What follows belongs to an exercise in optimizing a design on an open flow for small area and a short achievable clock period; a production flow would make more cautious choices. Function was checked by simulation only, so behaviour that the tests miss may differ from the original. No activity file was given, so power comes from the tool's default toggle rates.

[design/flow/constraint.sdc]
create_clock -name core_clock -period 15.0 [get_ports {clk}]
set_input_delay 3.0000 -clock core_clock [delete_from_list [all_inputs] [get_ports {clk}]]
set_output_delay 3.0000 -clock core_clock [all_outputs]
set_load 0.01 [all_outputs]
[design/flow/design.v]
module add32(
	input wire [31:0] a,
	input wire [31:0] b,
	output wire [31:0] y
);
assign y = a + b;
endmodule
module imm_extender(
	input wire [15:0] imm,
	input wire sign,
	output wire [31:0] imm_ext
);
	assign imm_ext = (sign) ? {{16{imm[15]}},imm} : {16'b0, imm};
endmodule
module shifter(
	input wire [31:0] a,
	input wire [4:0] shamt,  
	input wire [1:0] mode,  
	output wire [31:0] y
);
assign y = (mode == 2'b00) ? (a << shamt):  
				(mode == 2'b01) ? (a >> shamt) :  
				(mode == 2'b10) ? ($signed(a) >>> shamt) :  
				32'b0;
endmodule
module alu(
	input wire [31:0] a,
	input wire [31:0] b,
	input wire [4:0] shamt,  
	input wire [4:0] sel,  
	output wire [31:0] y,
	output wire zero  
);
wire [31:0] shift_result;
shifter shft_inst(
	.a(b),  
	.shamt(shamt),
	.mode(sel[1:0]),  
	.y(shift_result)
);
    wire [31:0] logic_res;
    wire [31:0] add_sub_res;
    wire        slt_res;
assign add_sub_res = (sel == 5'b00110) ? (a-b) : (a+b);
assign slt_res = ($signed(a) < $signed(b)) ? 1'b1 : 1'b0;
wire sltu_res = (a < b) ? 1'b1 : 1'b0;
assign y = (sel == 5'b00000) ? (a & b) :  
				(sel == 5'b00001) ? (a | b) :  
				(sel == 5'b00100) ? (a ^ b) :  
				(sel == 5'b00101) ? ~(a | b) :  
				(sel == 5'b00010) ? add_sub_res:  
				(sel == 5'b00110) ? add_sub_res:  
				(sel == 5'b00111) ? {31'b0, slt_res} :  
				(sel == 5'b01011) ? {31'b0, sltu_res} :  
				(sel[4:3] == 2'b01) ? shift_result:  
				32'b0;
assign zero = (y == 32'b0) ? 1'b1 : 1'b0;
endmodule
module alu_control(
	input wire [3:0] alu_op,
	input wire [5:0] funct ,  
	output wire [4:0] alu_sel  
);
wire [4:0] r_type_sel;
assign r_type_sel = (funct == 6'h20) ? 5'b00010:  
							(funct == 6'h21) ? 5'b00010:  
							(funct == 6'h22) ? 5'b00110:  
							(funct == 6'h23) ? 5'b00110:  
							(funct == 6'h24) ? 5'b00000:  
							(funct == 6'h25) ? 5'b00001:  
							(funct == 6'h26) ? 5'b00100:  
							(funct == 6'h27) ? 5'b00101:  
							(funct == 6'h2A) ? 5'b00111:  
							(funct == 6'h2B) ? 5'b01011:  
							(funct == 6'h20) ? 5'b01000:  
							(funct == 6'h00) ? 5'b01001:  
							(funct == 6'h02) ? 5'b00010:  
							5'b11111;
assign alu_sel = (alu_op == 4'b0010) ? r_type_sel:  
						(alu_op == 4'b0000) ? 5'b00010:  
						(alu_op == 4'b0001) ? 5'b00110:  
						(alu_op == 4'b0011) ? 5'b00000:  
						(alu_op == 4'b0100) ? 5'b00001:  
						(alu_op == 4'b0101) ? 5'b00111:  
						5'b00010;  
endmodule
module control_unit(
	input  wire [5:0] op,          
	input  wire [5:0] funct,       
	input  wire [4:0] rt,          
	output wire       reg_dst,     
	output wire       alu_src,     
	output wire       mem_to_reg,  
	output wire       reg_write,   
	output wire       mem_read,    
	output wire       mem_write,   
	output wire       branch,      
	output wire [2:0] branch_type, 
	output wire       jump,        
	output wire       link,        
	output wire       jr,          
	output wire [3:0] alu_op       
);
    localparam R_TYPE = 6'b000000;
    localparam LW     = 6'b100011;
    localparam SW     = 6'b101011;
    localparam BEQ    = 6'b000100;
    localparam BNE    = 6'b000101;
    localparam ADDI   = 6'b001000;
    localparam ADDIU  = 6'b001001;  
    localparam ANDI   = 6'b001100;
    localparam ORI    = 6'b001101;
    localparam XORI   = 6'b001110;
    localparam SLTI   = 6'b001010;
    localparam SLTIU  = 6'b001011;
    localparam LUI    = 6'b001111;  
    localparam J      = 6'b000010;
    localparam JAL    = 6'b000011;
    localparam REGIMM = 6'b000001;  
    localparam BLEZ   = 6'b000110;
    localparam BGTZ   = 6'b000111;
wire is_r_type = (op == R_TYPE);
wire is_jr = is_r_type && (funct == 6'b001000);  
assign jr = is_jr;
assign reg_dst = is_r_type;
assign alu_src = (op == LW || op == SW || op == ADDI || op == ADDIU ||
					op == ANDI || op == ORI || op == XORI || op == SLTI ||
					op == SLTIU || op == LUI);
assign mem_to_reg = (op == LW);
assign reg_write = (is_r_type && !is_jr) ||
							(op == LW) || (op == ADDI) || (op == ADDIU) ||
							(op == ANDI) || (op == ORI) || (op == XORI) ||
							(op == SLTI) || (op == SLTIU) || (op == LUI) ||
							(op == JAL);  
assign mem_read = (op == LW);
assign mem_write = (op == SW);
assign branch = (op == BEQ || op == BNE || op == BLEZ || op == BGTZ || op == REGIMM);
assign branch_type = (op == BEQ) ? 3'd0:
							(op == BNE) ? 3'd1 :
							(op == REGIMM && rt == 5'b00000) ? 3'd2 :  
							(op == REGIMM && rt == 5'b00001) ? 3'd3 :  
							(op == BLEZ) ? 3'd4 :
                     (op == BGTZ) ? 3'd5 : 3'd0;
assign jump = (op == J || op == JAL);
assign link = (op == JAL);  
assign alu_op = (is_r_type)   ? 4'b0010 :
                    (op == LW || op == SW || op == ADDI || op == ADDIU) ? 4'b0000 : 
                    (op == BEQ || op == BNE || op == BLEZ || op == BGTZ || op == REGIMM) ? 4'b0001 :  
                    (op == ANDI)  ? 4'b0011 :
                    (op == ORI)   ? 4'b0100 :
                    (op == SLTI)  ? 4'b0101 :
                    (op == LUI)   ? 4'b0110 :  
                    4'b0000;  
endmodule
module reg_file(
	input wire clk,
	input wire rst,
	input wire we,  
	input wire [4:0] ra1,  
	input wire [4:0] ra2,  
	input wire [4:0] wa,  
	input wire [31:0] wd,  
	output wire [31:0] rd1,  
	output wire [31:0] rd2  
);
reg [31:0] registers [31:0];
integer i;
assign rd1 = (ra1 == 5'b0) ? 32'b0: registers[ra1];
assign rd2 = (ra2 == 5'b0) ? 32'b0: registers[ra2];
always @(posedge clk or posedge rst) begin
	if(rst) begin
		for(i = 0;i< 32;i = i +1) begin
			registers[i] <= 32'b0;
		end
	end else begin
		if(we && (wa != 5'b0)) begin
			registers[wa] <= wd;
		end
	end
end
endmodule
module pc_reg(
	input wire clk,
	input wire rst,
	input wire [31:0] pc_next,
	output reg [31:0] pc
);
always @(posedge clk or posedge rst) begin
	if(rst) begin
		pc <= 32'b0;
	end else begin
		pc <= pc_next;
	end
end
endmodule
module mips_cpu (
    input  wire        clk,
    input  wire        rst,
    output wire [31:0] imem_addr,    
    input  wire [31:0] imem_rdata,   
    output wire [31:0] dmem_addr,    
    output wire [31:0] dmem_wdata,   
    output wire        dmem_we,      
    output wire        dmem_re,      
    input  wire [31:0] dmem_rdata    
);
    wire [31:0] pc, pc_next, pc_plus4;
    wire [31:0] instr;
    wire [31:0] rd1, rd2;        
    wire [31:0] result_w;        
    wire [31:0] sign_imm, zero_imm, imm_ext;  
    wire [31:0] src_a, src_b;    
    wire [31:0] alu_result;
    wire [31:0] read_data;       
    wire [4:0]  write_reg;       
    wire [31:0] branch_target;   
    wire [31:0] jump_target;     
    wire reg_dst, alu_src, mem_to_reg, reg_write, mem_read, mem_write;
    wire branch, jump, link, jr;
    wire [2:0] branch_type;
    wire [3:0] alu_op;
    wire [4:0] alu_sel;
    wire zero_flag;  
    assign imem_addr  = pc;
    assign instr      = imem_rdata;
    assign dmem_addr  = alu_result;
    assign dmem_wdata = rd2;
    assign dmem_we    = mem_write;
    assign dmem_re    = mem_read;
    assign read_data  = dmem_rdata;
    pc_reg pcreg_inst (
        .clk(clk),
        .rst(rst),
        .pc_next(pc_next),
        .pc(pc)
    );
    add32 pc_adder (
        .a(pc),
        .b(32'd4),
        .y(pc_plus4)
    );
    control_unit ctrl_inst (
        .op(instr[31:26]),
        .funct(instr[5:0]),
        .rt(instr[20:16]),
        .reg_dst(reg_dst),
        .alu_src(alu_src),
        .mem_to_reg(mem_to_reg),
        .reg_write(reg_write),
        .mem_read(mem_read),
        .mem_write(mem_write),
        .branch(branch),
        .branch_type(branch_type),
        .jump(jump),
        .link(link),
        .jr(jr),
        .alu_op(alu_op)
    );
    wire [4:0] write_reg_tmp;
    assign write_reg_tmp = (reg_dst) ? instr[15:11] : instr[20:16];
    assign write_reg = (link) ? 5'd31 : write_reg_tmp;
    reg_file rf_inst (
        .clk(clk),
        .rst(rst),
        .we(reg_write),
        .ra1(instr[25:21]),  
        .ra2(instr[20:16]),  
        .wa(write_reg),
        .wd(result_w),
        .rd1(rd1),
        .rd2(rd2)
    );
    imm_extender ext_inst (
        .imm(instr[15:0]),
        .sign(1'b1),  
        .imm_ext(sign_imm)
    );
    assign imm_ext = sign_imm;
    alu_control alu_ctrl_inst (
        .alu_op(alu_op),
        .funct(instr[5:0]),
        .alu_sel(alu_sel)
    );
    assign src_a = rd1;
    assign src_b = (alu_src) ? imm_ext : rd2;
    alu alu_inst (
        .a(src_a),
        .b(src_b),
        .shamt(instr[10:6]),  
        .sel(alu_sel),
        .y(alu_result),
        .zero(zero_flag)
    );
    wire is_lui = (instr[31:26] == 6'b001111);
    wire [31:0] lui_result = {instr[15:0], 16'b0};
    assign result_w = (link)       ? pc_plus4 :
                      (is_lui)     ? lui_result :
                      (mem_to_reg) ? read_data : 
                                     alu_result;
    wire [31:0] branch_offset = {imm_ext[29:0], 2'b00};
    add32 br_adder (
        .a(pc_plus4),
        .b(branch_offset),
        .y(branch_target)
    );
    assign jump_target = {pc_plus4[31:28], instr[25:0], 2'b00};
    wire is_equal = zero_flag;
    wire is_neg   = alu_result[31];  
    wire is_pos   = !is_neg && !is_equal;  
    reg take_branch;
    always @(*) begin
        case (branch_type)
            3'd0: take_branch = is_equal;             
            3'd1: take_branch = !is_equal;            
            3'd2: take_branch = is_neg;               
            3'd3: take_branch = !is_neg;              
            3'd4: take_branch = is_neg || is_equal;   
            3'd5: take_branch = is_pos;               
            default: take_branch = 1'b0;
        endcase
    end
    assign pc_next = (jr) ? rd1 :
                     (jump) ? jump_target :
                     (branch && take_branch) ? branch_target :
                     pc_plus4;
endmodule
[design/flow/run.sh]
#!/bin/bash
# synth_recipe.tcl (not shown) runs the flow's synth.tcl, then flattens the netlist and writes it again
# the make line also repeats each setting of config.mk as NAME=value (left out here)
make -C /OpenROAD-flow-scripts/flow DESIGN_CONFIG=/design/flow/config.mk WORK_HOME=/design/flow/orfs CLKGATE_MAP_FILE= SYNTH_SCRIPT=/design/flow/synth_recipe.tcl finish
[design/flow/config.mk]
export PLATFORM = sky130hd
export DESIGN_NAME = mips_cpu
export DESIGN_NICKNAME = mips_cpu
export VERILOG_FILES = /design/flow/design.v
export SDC_FILE = /design/flow/constraint.sdc
export NUM_CORES = 4
export LEC_CHECK = 0
export CAP_MARGIN = 20
export CORE_MARGIN = 2
export CORE_UTILIZATION = 40
export SETUP_SLACK_MARGIN = 0.5
export SLEW_MARGIN = 20
==> out/metrics.yaml <==
numCtsBuffers: 112
vias: 70100
synth_edf_count: 0
start_util_pct: 40.2
syn_nets: 7734
clock_path_buffers: 3
hold_path.class: "flip-flop to flip-flop"
design_area_um2: 71800
place_area_um2: 67600
clock_power_share_pct: 33.0
async_flop_share_pct: 100
slew_violations: 0
grtUsageTotal_pct: 47.6
yosysTopAreaCell: "dfrtp_1"
peakVddDrop_uv: 114
firstDrtPassIters: 10
p_sw_uw: 3450
dp_hpwl_um: 263000
ctsHoldBuffers: 0
max_cap_viol_count: 0
hold_viol: 0
synthDominantCellAreaShare_pct: 40.9
fp.dieW_um: 400
h-tree-depth: 3
overflow: 0
p_per_area_nw_per_um2: 126
multi_input_area_um2: 34400
cts.sinks: 1024
final_cell_mix: "nand2_1 (1281), o21ai_0 (1107), dfrtp_1 (1024)"
die_area_um2: 160000
required_ps: 12000
drive_above_1_share_pct: 10.5
endpoint_kind: "output pin"
p_comb_share_pct: 28.7
cts_root_buf: "clkbuf_16"
synth_ff_type: "dfrtp_1"
antenna_found_initial: 29
synth_area_um2: 62700
finalNonFillerCells: 9643
clkLatencyLatePin_ps: 800
dp_cells: 9393
fin_skew_ps: 54.9
placement_rows: 145
crit_fanout: 29
p_seq_share_pct: 38.3
yosys_warnings: 4
status: "timing/DRC/antenna clean"
timing.final.crit_share_pct: 96.5
via_per_inst: 7.27
dpl_worst_slack_ps: 1050
intPower_uw: 5630
ant_nets: 0
leakage_uw: 0.0319
maxSlewHeadroom_pct: 12.3
rsz0062_at_grt: "false"
gp_congestion: 1.09
nFillCells: 15200
synth.avg_cell_area_um2: 8.31
synth-seq-area-share_pct: 40.9
clk_pin_slew_ps: 60
drt_iter0_drc: 12600
nets: 7648
largest_reg_flops: 992
final_util_pct: 46.0
switching_share_pct: 38.0
grt_pass1_vias: 64000
worst_slew_pin_slew_ps: 1310
yosys_register_bits: 1024
postCtsSetupBuffers: 0
drc: 0
wire_per_inst_um: 40.5
die_y_um: 400
setup_tns_ps: 0
seq_area_um2: 25600
setup_viol: 0
numPortBuffers: 163
ys_types: 106
grt_max_degree: 162
setup_ws_ps: 526
syn2layout_area_growth_pct: 14.5
final_common_cell: "nand2_1"
critPathKind: "input pin to output pin"
core_um2: 156000
cp.arrival_ps: 11470
grt_pass1_wl_um: 531000
syn_inst: 7539
period_needed_ps: 14470
synth_area_leaders: "dfrtp_1 (41%), o21ai_0 (8.9%), nand2_1 (7.7%), and3_1 (5.6%), clkbuf_1 (3.7%)"
drt-total-wl_um: 391000
startpoint_type: "input pin"
fmax_mhz: 69.1
cts_tree: "built"
ios: 164
[path summary, 6_finish.rpt]
path	from	endpoint	slack (ps)	cells after the start
setup reg to reg	rf_inst.registers[19][9]	pcreg_inst.pc[15]	5910	28
hold / removal	rf_inst.registers[19][10]	rf_inst.registers[19][10]	510	2
setup / recovery	imem_rdata[19]	dmem_addr[31]	530	27
max in group asynchronous	rst	rf_inst.registers[26][20]	9040	5
hold reg to reg	rf_inst.registers[19][10]	rf_inst.registers[19][10]	510	2
min in group asynchronous	rst	rf_inst.registers[23][16]	2770	2
[power by group through the flow]
stage / Sequential (uW) / Combinational [uW] / Clock (uW)
after floorplan: 3340 / 1390 / 0
after global placement: 3490 / 2460 / 0
after detailed placement: 3490 / 2480 / 0
after CTS: 3440 / 2490 / 3000
after global routing: 3480 / 2730 / 3100
final: 3480 / 2610 / 2990
[critical path, cell delays in order]
cell and delay [ps]:
buf_2 630, nand3b_1 810, nor2_2 530, buf_4 520
a2111oi_0 210, and4_1 320, a211oi_1 850, buf_4 310
a21oi_1 100, inv_1 100, ha_1 330, and4_1 250
and2_1 170, and3_1 220, o21ai_0 90, buf_4 150
a21oi_1 380, o2111ai_1 170, buf_4 190, a41oi_1 390
buf_4 200, a41oi_1 120, a221o_1 370, nand3_1 160
xnor2_1 80, o21ai_1 190, clkdlybuf4s50_1 570
[per-layer routing]
layer  up-vias  track usage, %  wire (um)
met2      6552            67.5     158000
li1      27700               -          -
met1     33800            57.0     138000
met5         -           0.333        156
met3      2044            18.7      54200
met4        18            38.4      39800
[cell families after synthesis]
kind of cell | Yosys count | synth area share (%)
flops | 1024 | 40.9
xor+xnor | 83 | 1.16
mux | 76 | 1.36
buf+inv | 865 | 5.46
simple gates | 2770 | 21.4
fa+ha+maj | 130 | 2.63
compound gates | 2591 | 27.1
[per-stage QoR]
stage / hold WS (ps) / power [uW]
finish: 508 / 9080
global route: 528 / 9320
CTS: 502 / 8930
detailed placement: 489 / 5970
global placement: 480 / 5950
floorplan: 462 / 4720
[area by class of cell]
type / instances / share of cell area [%]
Multi-Input combinational cell: 5650 / 47.9
Inverter: 130 / 0.685
Clock buffer: 152 / 4.48
Antenna cell: 39 / 0.136
Sequential cell: 1024 / 35.7
Tap cell: 2058 / 3.59
Clock inverter: 55 / 1.01
Timing Repair Buffer: 535 / 6.52
[cells in the mapped netlist (all sizes together), types with 21 or more instances]
cell type	number
a2111o	30
a2111oi	140
a211oi	62
a21o	29
a21oi	274
a221o	22
a221oi	167
a222oi	35
a22o	127
a22oi	216
a31oi	21
and3	566
buf	119
clkbuf	616
dfrtp	1024
ha	126
inv	129
mux2i	57
nand2	1281
nand2b	30
nand3	134
nand3b	22
nand4	122
nor2	284
nor3	107
nor4	33
o211ai	38
o21ai	1132
o221ai	22
o22ai	49
o31ai	25
or2	39
or3	23
xnor2	62
xor2	21
[timing repair]
item / CTS / global route
resized for setup: 0 / 1
hold endpoints to repair: 0 / 0
setup endpoints to repair: 0 / 4

[afterwards: timing with drivers on the ports]
How much do the figures lean on ideal ports? The routed layout below was timed once more, with nothing changed but the port constraints. Step 1 sets driving cells, clkbuf_16 on the clock port and buf_2 on the other inputs (assumed; they add their load-dependent delay and slew). Step 2, shift: input delay + t, output delay - t, t = (earliest + latest rising clock arrival at the registers) / 2. This alone moves slack from input paths to output paths. Slacks: ideal / step 1 / step 2; pairs: ideal / step 1.
t (ns): 0.851
slack for setup (ns): 0.526 / 0.503 / 0.503
slew at the worst register clock pin (ns): 0.07 / 0.07
worst data-port slew with drivers (ns): 0.13
cell pins on the clock port's net: 1
After both steps this run still meets setup and hold. For this run, drivers alone change the setup slack by -0.023 ns; drivers and shift together by -0.023 ns.
